Source: an optimization exercise on an open RTL-to-GDS flow (aim: small area). Production flows keep margins and buffers that such runs may drop.
Only simulation tests tie the RTL to the original design; equivalence was not proved.

==> run Y: inputs <==
## waveform_generator_v5
module waveform_generator_v5 #(
    parameter integer DATA_WIDTH    = 16,
    parameter integer IDX_W         = 5,
    parameter integer GAIN_W        = 8,
    parameter integer LUT_ADDR_W    = 6,
    parameter integer PHASE_W       = 16,
    parameter integer STARTUP_DELAY = 0
)(
    input  wire                   clk,
    input  wire                   rst_n,
    input  wire [31:0]            s_axis_tdata,
    input  wire                   s_axis_tvalid,
    output wire                   s_axis_tready,
    output wire                   active_bank_o,
    output wire [31:0]            m_axis_tdata,
    output wire                   m_axis_tvalid,
    input  wire                   m_axis_tready
);
==> module waveform_generator_v5, before the edit <==
module waveform_generator_v5 #(
    parameter integer DATA_WIDTH    = 16,
    parameter integer IDX_W         = 5,
    parameter integer GAIN_W        = 8,
    parameter integer LUT_ADDR_W    = 6,
    parameter integer PHASE_W       = 16,
    parameter integer STARTUP_DELAY = 0
)(
    input  wire                   clk,
    input  wire                   rst_n,
    input  wire [31:0]            s_axis_tdata,
    input  wire                   s_axis_tvalid,
    output wire                   s_axis_tready,
    output wire                   active_bank_o,
    output wire [31:0]            m_axis_tdata,
    output wire                   m_axis_tvalid,
    input  wire                   m_axis_tready
);
    assign s_axis_tready = 1'b1;
    wire [3:0] cmd = s_axis_tdata[31:28];
    reg we_idx, we_gain, cpend, safe;
    reg        wch;
    reg [2:0]  wtone;
    reg [7:0]  wdata;
    always @(posedge clk or negedge rst_n) begin
        if (!rst_n) begin
            we_idx <= 1'b0; we_gain <= 1'b0; cpend <= 1'b0; safe <= 1'b1;
        end else begin
            we_idx  <= s_axis_tvalid && (cmd == 4'h1);
            we_gain <= s_axis_tvalid && (cmd == 4'h2);
            cpend   <= s_axis_tvalid && (cmd == 4'hF) && safe;
            if (s_axis_tvalid && (cmd == 4'hC)) safe <= s_axis_tdata[0];
        end
    end
    always @(posedge clk) begin
        wch   <= s_axis_tdata[27];
        wtone <= s_axis_tdata[26:24];
        wdata <= s_axis_tdata[7:0];
    end
    reg act, pa;
    always @(posedge clk or negedge rst_n) begin
        if (!rst_n) begin act <= 1'b0; pa <= 1'b0; end
        else begin act <= act ^ cpend; pa <= act; end
    end
    assign active_bank_o = act;
    wire swap = act ^ pa;
    reg  [2:0] wcnt;
    wire ov = (wcnt == 3'd5);
    reg  vld0, vld1;
    wire cl = ~ov | ~vld1;
    always @(posedge clk or negedge rst_n) begin
        if (!rst_n) wcnt <= 3'd0;
        else if (!ov) wcnt <= wcnt + 3'd1;
    end
    wire [15:0] chsum [0:1];
    genvar c, t;
    generate
        for (c = 0; c < 2; c = c + 1) begin : CH
            wire [47:0] av;
            wire [63:0] gv;
            for (t = 0; t < 8; t = t + 1) begin : TN
                reg [4:0] ci, oi;
                reg [7:0] cg, og;
                wire wsel = (wch == c) && (wtone == t);
                always @(posedge clk or negedge rst_n) begin
                    if (!rst_n) begin
                        ci <= 5'd0; oi <= 5'd0; cg <= 8'd0; og <= 8'd0;
                    end else begin
                        ci <= swap ? oi : ci;
                        cg <= swap ? og : cg;
                        oi <= (we_idx  && wsel) ? wdata[4:0] : (swap ? ci : oi);
                        og <= (we_gain && wsel) ? wdata      : (swap ? cg : og);
                    end
                end
                reg  [15:0] ph;
                wire [15:0] phn;
                awg_phase u_ph (.ph(ph), .ix(ci & {5{cl}}), .phn(phn));
                always @(posedge clk or negedge rst_n) begin
                    if (!rst_n) ph <= 16'd0;
                    else ph <= phn;
                end
                wire [4:0] x = ph[14:10];
                reg  [5:0] a;
                always @(posedge clk) a <= {ph[15], x[4] ? (5'd16 - {1'b0, x[3:0]}) : x};
                assign av[6*t +: 6] = a;
                assign gv[8*t +: 8] = cg;
            end
            awg_chsum u_sum (.a(av), .g(gv), .y(chsum[c]));
        end
    endgenerate
    reg [31:0] d1, d2, d3, d4, d5;
    always @(posedge clk) begin
        if (cl) begin
            d1 <= {chsum[0], chsum[1]};
            d2 <= d1; d3 <= d2; d4 <= d3; d5 <= d4;
        end
    end
    reg [31:0] dat0, dat1;
    wire push = ov & ~vld1;
    wire pop  = vld0 & m_axis_tready;
    always @(posedge clk or negedge rst_n) begin
        if (!rst_n) begin
            vld0 <= 1'b0; vld1 <= 1'b0;
        end else begin
            if (pop) begin
                if (vld1) begin vld0 <= 1'b1; vld1 <= 1'b0; end
                else vld0 <= 1'b0;
            end
            if (push) begin
                if (!vld0 || pop) vld0 <= 1'b1;
                else vld1 <= 1'b1;
            end
        end
    end
    always @(posedge clk) begin
        if (pop && vld1) dat0 <= dat1;
        if (push && (!vld0 || pop)) dat0 <= d5;
        if (push && vld0 && !pop) dat1 <= d5;
    end
    assign m_axis_tdata  = dat0;
    assign m_axis_tvalid = vld0;
endmodule
clock: 11.0 ns
lec_check: 0
abc_area: 1
abc_clock_period_in_ps: 11000
cap_margin: 20
core_margin: 2
core_utilization: 50
cts_buf_list: sky130_fd_sc_hd__clkbuf_16
cts_cluster_diameter: 100
cts_cluster_size: 20
slew_margin: 20
standard.sh (not shown) runs the stock make flow with config.mk's settings and CLKGATE_MAP_FILE= SYNTH_SCRIPT=/design/flow/synth_recipe.tcl, a recipe that flattens the netlist after the stock synthesis.
==> flow/flow/run.sh <==
#!/bin/bash
# Own flow: the standard synthesis, then netlist clean-up, then the standard flow's
# standard layout from the cleaned netlist to finish.
# Clean-up (flow/fainv.py, flow/reabc.sh), repeated three times:
#  * fainv.py removes redundant inverters around full-adder cells (sky130 fa
#    is self-dual, so an adder may take complemented inputs and give
#    complemented outputs; xor2/xnor2 absorb inverted inputs);
#  * reabc.sh re-maps the remaining combinational cells with ABC for area,
#    keeping flip-flops, adder cells and tie cells as they are.
# Registers (names, count, cell types) are those of the standard synthesis.
set -euo pipefail
R=orfs/results/${FLOW_PLATFORM}/waveform_generator_v5/base
bash standard.sh synth > flow_synth.log 2>&1
cp "$R/1_2_yosys.v" net_0.v
python3 flow/fainv.py net_0.v net_1.v > fainv_1.log 2>&1
bash flow/reabc.sh net_1.v net_2.v reabc_2.log > /dev/null
python3 flow/fainv.py net_2.v net_3.v > fainv_3.log 2>&1
bash flow/reabc.sh net_3.v net_4.v reabc_4.log > /dev/null
python3 flow/fainv.py net_4.v net_5.v > fainv_5.log 2>&1
cp net_5.v "$R/1_2_yosys.v"
rm -f "$R/1_synth.odb" "$R/1_synth.sdc"
bash standard.sh > flow_finish.log 2>&1
==> flow/flow/reabc.sh <==
#!/bin/bash
# Re-map the combinational standard cells of a mapped netlist with ABC for
# area; flip-flops, adder cells (fa/ha) and tie cells are kept as they are
# (same instances, same names).  usage: reabc.sh in.v out.v log
set -euo pipefail
LIB=${FLOW_HOME}/platforms/${FLOW_PLATFORM}/lib/sky130_fd_sc_hd__tt_025C_1v80.lib
CFG=${FLOW_HOME}/platforms/${FLOW_PLATFORM}/config.mk
DU=""
for c in $(grep -o "sky130_fd_sc_hd__[a-z0-9_]*" $CFG | sort -u | grep -v "conb\|buf_4\|buf_1\|fill"); do DU="$DU -dont_use $c"; done
DU="$DU -dont_use sky130_fd_sc_hd__clkinv_* -dont_use sky130_fd_sc_hd__clkbuf_* -dont_use sky130_fd_sc_hd__clkdly* -dont_use sky130_fd_sc_hd__dly* -dont_use sky130_fd_sc_hd__probe*"
KEEP=$(grep -o "sky130_fd_sc_hd__\(fa\|ha\|df\|edf\|sdf\|conb\)[a-z0-9_]*" $1 | sort -u | tr '\n' ' ')
yosys -l $3 -p "read_liberty -ignore_miss_func $LIB; read_verilog $1; hierarchy -top ${FLOW_TOP}; setattr -mod -set keep_hierarchy 1 $KEEP; flatten; opt_clean; abc -liberty $LIB $DU -script +strash;dc2;dch,-f;map,-a;amap;topo; opt_clean -purge; select ${FLOW_TOP}; write_verilog -noattr -selected $2; tee -o /dev/null stat -liberty $LIB"
Other scripts of this flow, unchanged in this note and not shown: flow/flow/fainv.py
==> run H: changes against run Y <==
--- a/flow/design.v
+++ b/flow/design.v
@@ -45,5 +45,6 @@
     end
     assign active_bank_o = act;
-    wire swap = act ^ pa;
+    wire [4:0] wdi = rst_n ? wdata[4:0] : 5'd0;
+    wire [7:0] wdg = rst_n ? wdata : 8'd0;
     reg  [2:0] wcnt;
     wire ov = (wcnt == 3'd5);
@@ -61,17 +62,15 @@
             wire [63:0] gv;
             for (t = 0; t < 8; t = t + 1) begin : TN
-                reg [4:0] ci, oi;
-                reg [7:0] cg, og;
+                reg [4:0] bi0, bi1;
+                reg [7:0] bg0, bg1;
                 wire wsel = (wch == c) && (wtone == t);
-                always @(posedge clk or negedge rst_n) begin
-                    if (!rst_n) begin
-                        ci <= 5'd0; oi <= 5'd0; cg <= 8'd0; og <= 8'd0;
-                    end else begin
-                        ci <= swap ? oi : ci;
-                        cg <= swap ? og : cg;
-                        oi <= (we_idx  && wsel) ? wdata[4:0] : (swap ? ci : oi);
-                        og <= (we_gain && wsel) ? wdata      : (swap ? cg : og);
-                    end
+                always @(posedge clk) begin
+                    if ((we_idx  && wsel &&  act) || !rst_n) bi0 <= wdi;
+                    if ((we_idx  && wsel && !act) || !rst_n) bi1 <= wdi;
+                    if ((we_gain && wsel &&  act) || !rst_n) bg0 <= wdg;
+                    if ((we_gain && wsel && !act) || !rst_n) bg1 <= wdg;
                 end
+                wire [4:0] ci = pa ? bi1 : bi0;
+                wire [7:0] cg = pa ? bg1 : bg0;
                 reg  [15:0] ph;
                 wire [15:0] phn;
--- a/flow/flow/run.sh
+++ b/flow/flow/run.sh
@@ -7,5 +7,5 @@
 #    complemented outputs; xor2/xnor2 absorb inverted inputs);
 #  * reabc.sh re-maps the remaining combinational cells with ABC for area,
-#    keeping flip-flops, adder cells and tie cells as they are.
+#    keeping flip-flops, full-adder cells and tie cells as they are.
 # Registers (names, count, cell types) are those of the standard synthesis.
 set -euo pipefail
==> flow/flow/reabc.sh (replaced) <==
#!/bin/bash
# Re-map the combinational standard cells of a mapped netlist with ABC for
# area; flip-flops, adder cells (fa/ha) and tie cells are kept as they are
# (same instances, same names); half adders are re-mapped too.  usage: reabc.sh in.v out.v log
set -euo pipefail
LIB=${FLOW_HOME}/platforms/${FLOW_PLATFORM}/lib/sky130_fd_sc_hd__tt_025C_1v80.lib
CFG=${FLOW_HOME}/platforms/${FLOW_PLATFORM}/config.mk
DU=""
for c in $(grep -o "sky130_fd_sc_hd__[a-z0-9_]*" $CFG | sort -u | grep -v "conb\|buf_4\|buf_1\|fill"); do DU="$DU -dont_use $c"; done
DU="$DU -dont_use sky130_fd_sc_hd__clkinv_* -dont_use sky130_fd_sc_hd__clkbuf_* -dont_use sky130_fd_sc_hd__clkdly* -dont_use sky130_fd_sc_hd__dly* -dont_use sky130_fd_sc_hd__probe*"
KEEP=$(grep -o "sky130_fd_sc_hd__\(fa\|df\|edf\|sdf\|conb\)[a-z0-9_]*" $1 | sort -u | tr '\n' ' ')
yosys -l $3 -p "read_liberty -ignore_miss_func $LIB; read_verilog $1; hierarchy -top ${FLOW_TOP}; setattr -mod -set keep_hierarchy 1 $KEEP; flatten; opt_clean; abc -liberty $LIB $DU -script +strash;dc2;dch,-f;map,-a;amap;topo; opt_clean -purge; select ${FLOW_TOP}; write_verilog -noattr -selected $2; tee -o /dev/null stat -liberty $LIB"
--- a/flow/config.mk
+++ b/flow/config.mk
@@ -10,7 +10,7 @@
 export CAP_MARGIN = 20
 export CORE_MARGIN = 2
-export CORE_UTILIZATION = 50
+export CORE_UTILIZATION = 62
 export CTS_BUF_LIST = sky130_fd_sc_hd__clkbuf_16
-export CTS_CLUSTER_DIAMETER = 100
-export CTS_CLUSTER_SIZE = 20
+export CTS_CLUSTER_DIAMETER = 120
+export CTS_CLUSTER_SIZE = 24
 export SLEW_MARGIN = 20
==> run F: changes against run Y <==
--- a/flow/design.v
+++ b/flow/design.v
@@ -45,5 +45,6 @@
     end
     assign active_bank_o = act;
-    wire swap = act ^ pa;
+    wire [4:0] wdi = rst_n ? wdata[4:0] : 5'd0;
+    wire [7:0] wdg = rst_n ? wdata : 8'd0;
     reg  [2:0] wcnt;
     wire ov = (wcnt == 3'd5);
@@ -61,17 +62,15 @@
             wire [63:0] gv;
             for (t = 0; t < 8; t = t + 1) begin : TN
-                reg [4:0] ci, oi;
-                reg [7:0] cg, og;
+                reg [4:0] bi0, bi1;
+                reg [7:0] bg0, bg1;
                 wire wsel = (wch == c) && (wtone == t);
-                always @(posedge clk or negedge rst_n) begin
-                    if (!rst_n) begin
-                        ci <= 5'd0; oi <= 5'd0; cg <= 8'd0; og <= 8'd0;
-                    end else begin
-                        ci <= swap ? oi : ci;
-                        cg <= swap ? og : cg;
-                        oi <= (we_idx  && wsel) ? wdata[4:0] : (swap ? ci : oi);
-                        og <= (we_gain && wsel) ? wdata      : (swap ? cg : og);
-                    end
+                always @(posedge clk) begin
+                    if ((we_idx  && wsel &&  act) || !rst_n) bi0 <= wdi;
+                    if ((we_idx  && wsel && !act) || !rst_n) bi1 <= wdi;
+                    if ((we_gain && wsel &&  act) || !rst_n) bg0 <= wdg;
+                    if ((we_gain && wsel && !act) || !rst_n) bg1 <= wdg;
                 end
+                wire [4:0] ci = pa ? bi1 : bi0;
+                wire [7:0] cg = pa ? bg1 : bg0;
                 reg  [15:0] ph;
                 wire [15:0] phn;
--- a/flow/flow/run.sh
+++ b/flow/flow/run.sh
@@ -7,5 +7,5 @@
 #    complemented outputs; xor2/xnor2 absorb inverted inputs);
 #  * reabc.sh re-maps the remaining combinational cells with ABC for area,
-#    keeping flip-flops, adder cells and tie cells as they are.
+#    keeping flip-flops, full-adder cells and tie cells as they are.
 # Registers (names, count, cell types) are those of the standard synthesis.
 set -euo pipefail
==> flow/flow/reabc.sh (replaced) <==
#!/bin/bash
# Re-map the combinational standard cells of a mapped netlist with ABC for
# area; flip-flops, adder cells (fa/ha) and tie cells are kept as they are
# (same instances, same names); half adders are re-mapped too.  usage: reabc.sh in.v out.v log
set -euo pipefail
LIB=${FLOW_HOME}/platforms/${FLOW_PLATFORM}/lib/sky130_fd_sc_hd__tt_025C_1v80.lib
CFG=${FLOW_HOME}/platforms/${FLOW_PLATFORM}/config.mk
DU=""
for c in $(grep -o "sky130_fd_sc_hd__[a-z0-9_]*" $CFG | sort -u | grep -v "conb\|buf_4\|buf_1\|fill"); do DU="$DU -dont_use $c"; done
DU="$DU -dont_use sky130_fd_sc_hd__clkinv_* -dont_use sky130_fd_sc_hd__clkbuf_* -dont_use sky130_fd_sc_hd__clkdly* -dont_use sky130_fd_sc_hd__dly* -dont_use sky130_fd_sc_hd__probe*"
KEEP=$(grep -o "sky130_fd_sc_hd__\(fa\|df\|edf\|sdf\|conb\)[a-z0-9_]*" $1 | sort -u | tr '\n' ' ')
yosys -l $3 -p "read_liberty -ignore_miss_func $LIB; read_verilog $1; hierarchy -top ${FLOW_TOP}; setattr -mod -set keep_hierarchy 1 $KEEP; flatten; opt_clean; abc -liberty $LIB $DU -script +strash;dc2;dch,-f;map,-a;amap;topo; opt_clean -purge; select ${FLOW_TOP}; write_verilog -noattr -selected $2; tee -o /dev/null stat -liberty $LIB"
==> summary.md <==
The final critical path takes up 94.3% of the cycle. The via total after detailed routing came out at 71400. The cell area that synthesis handed to floorplanning was 0.0888 mm^2. For this run, the detailed router's first-pass iteration total came to 7. Leaving out fill and tap cells, the most frequent cells in the layout are fa_1 (1425), o21ai_0 (1344), nand2_1 (1261). The run finished with no timing, DRC or antenna violations. The die span in y is 425 um, and the final wirelength is 283 mm. Once routing completed, OpenROAD measured the worst setup slack at 0.628 ns.
(the above is from run F)
==> summary.md <==
In the layout the commonest cells are nand2_1 (1483), o21ai_0 (1446), fa_1 (1445). Post-synthesis instance area: 0.0923 mm^2. The worst path meets setup with 0.798 ns of slack. From bottom edge to top edge, the die measures 434 um. The via total after detailed routing is 76600. The number of detailed-routing iterations run before antenna repair was 8; the final wirelength was 302 mm. The flow ran to the end and the layout has no timing, DRC or antenna violations.
(the above is from run Y)
==> summary.md <==
The final layout contains routed wiring with a total length of 279 mm. Leaving out fill and tap cells, the most frequent cells in the layout are fa_1 (1425), o21ai_0 (1361), nand2_1 (1260). Of the available clock period, the critical path in the final layout requires 96.4%. Post-synthesis instance area: 0.0888 mm^2. The first detailed-routing pass took 7 iterations. The via total after detailed routing is 73600.

The final setup slack of the worst path came out at 0.394 ns. The run finished with no timing, DRC or antenna violations. The number of well taps was 1890; the die span in y was 382 um. At the worst endpoint, the required time is 11.53 ns.
(the above is from run H)

re-timing with driven ports:
How much do the figures lean on ideal ports? The routed layouts below were timed once more, with nothing changed but the port constraints. Step 1 (the two cells are an assumption about what drives the block):
set clk [get_ports {clk}]
set_driving_cell -lib_cell sky130_fd_sc_hd__clkbuf_16 $clk
set_driving_cell -lib_cell sky130_fd_sc_hd__buf_2 [delete_from_list [all_inputs] $clk]
Step 2 also shifts input and output timing later by t, the mid clock arrival at the registers, as if the neighbouring blocks saw the same clock. Three values: no drivers, after step 1, after step 2; two values: the first two.
run	shift t [ns]	setup WS [ns]	hold WS [ns]	pins driven straight from the clock port
run Y	0.845	0.798 / 0.798 / 0.798	0.403 / 0.403 / 0.403	1
run H	0.792	0.394 / 0.394 / 0.394	0.399 / 0.399 / 0.399	1
run F	0.810	0.628 / 0.628 / 0.628	0.397 / 0.397 / 0.397	1
After both steps every run listed still meets setup and hold.
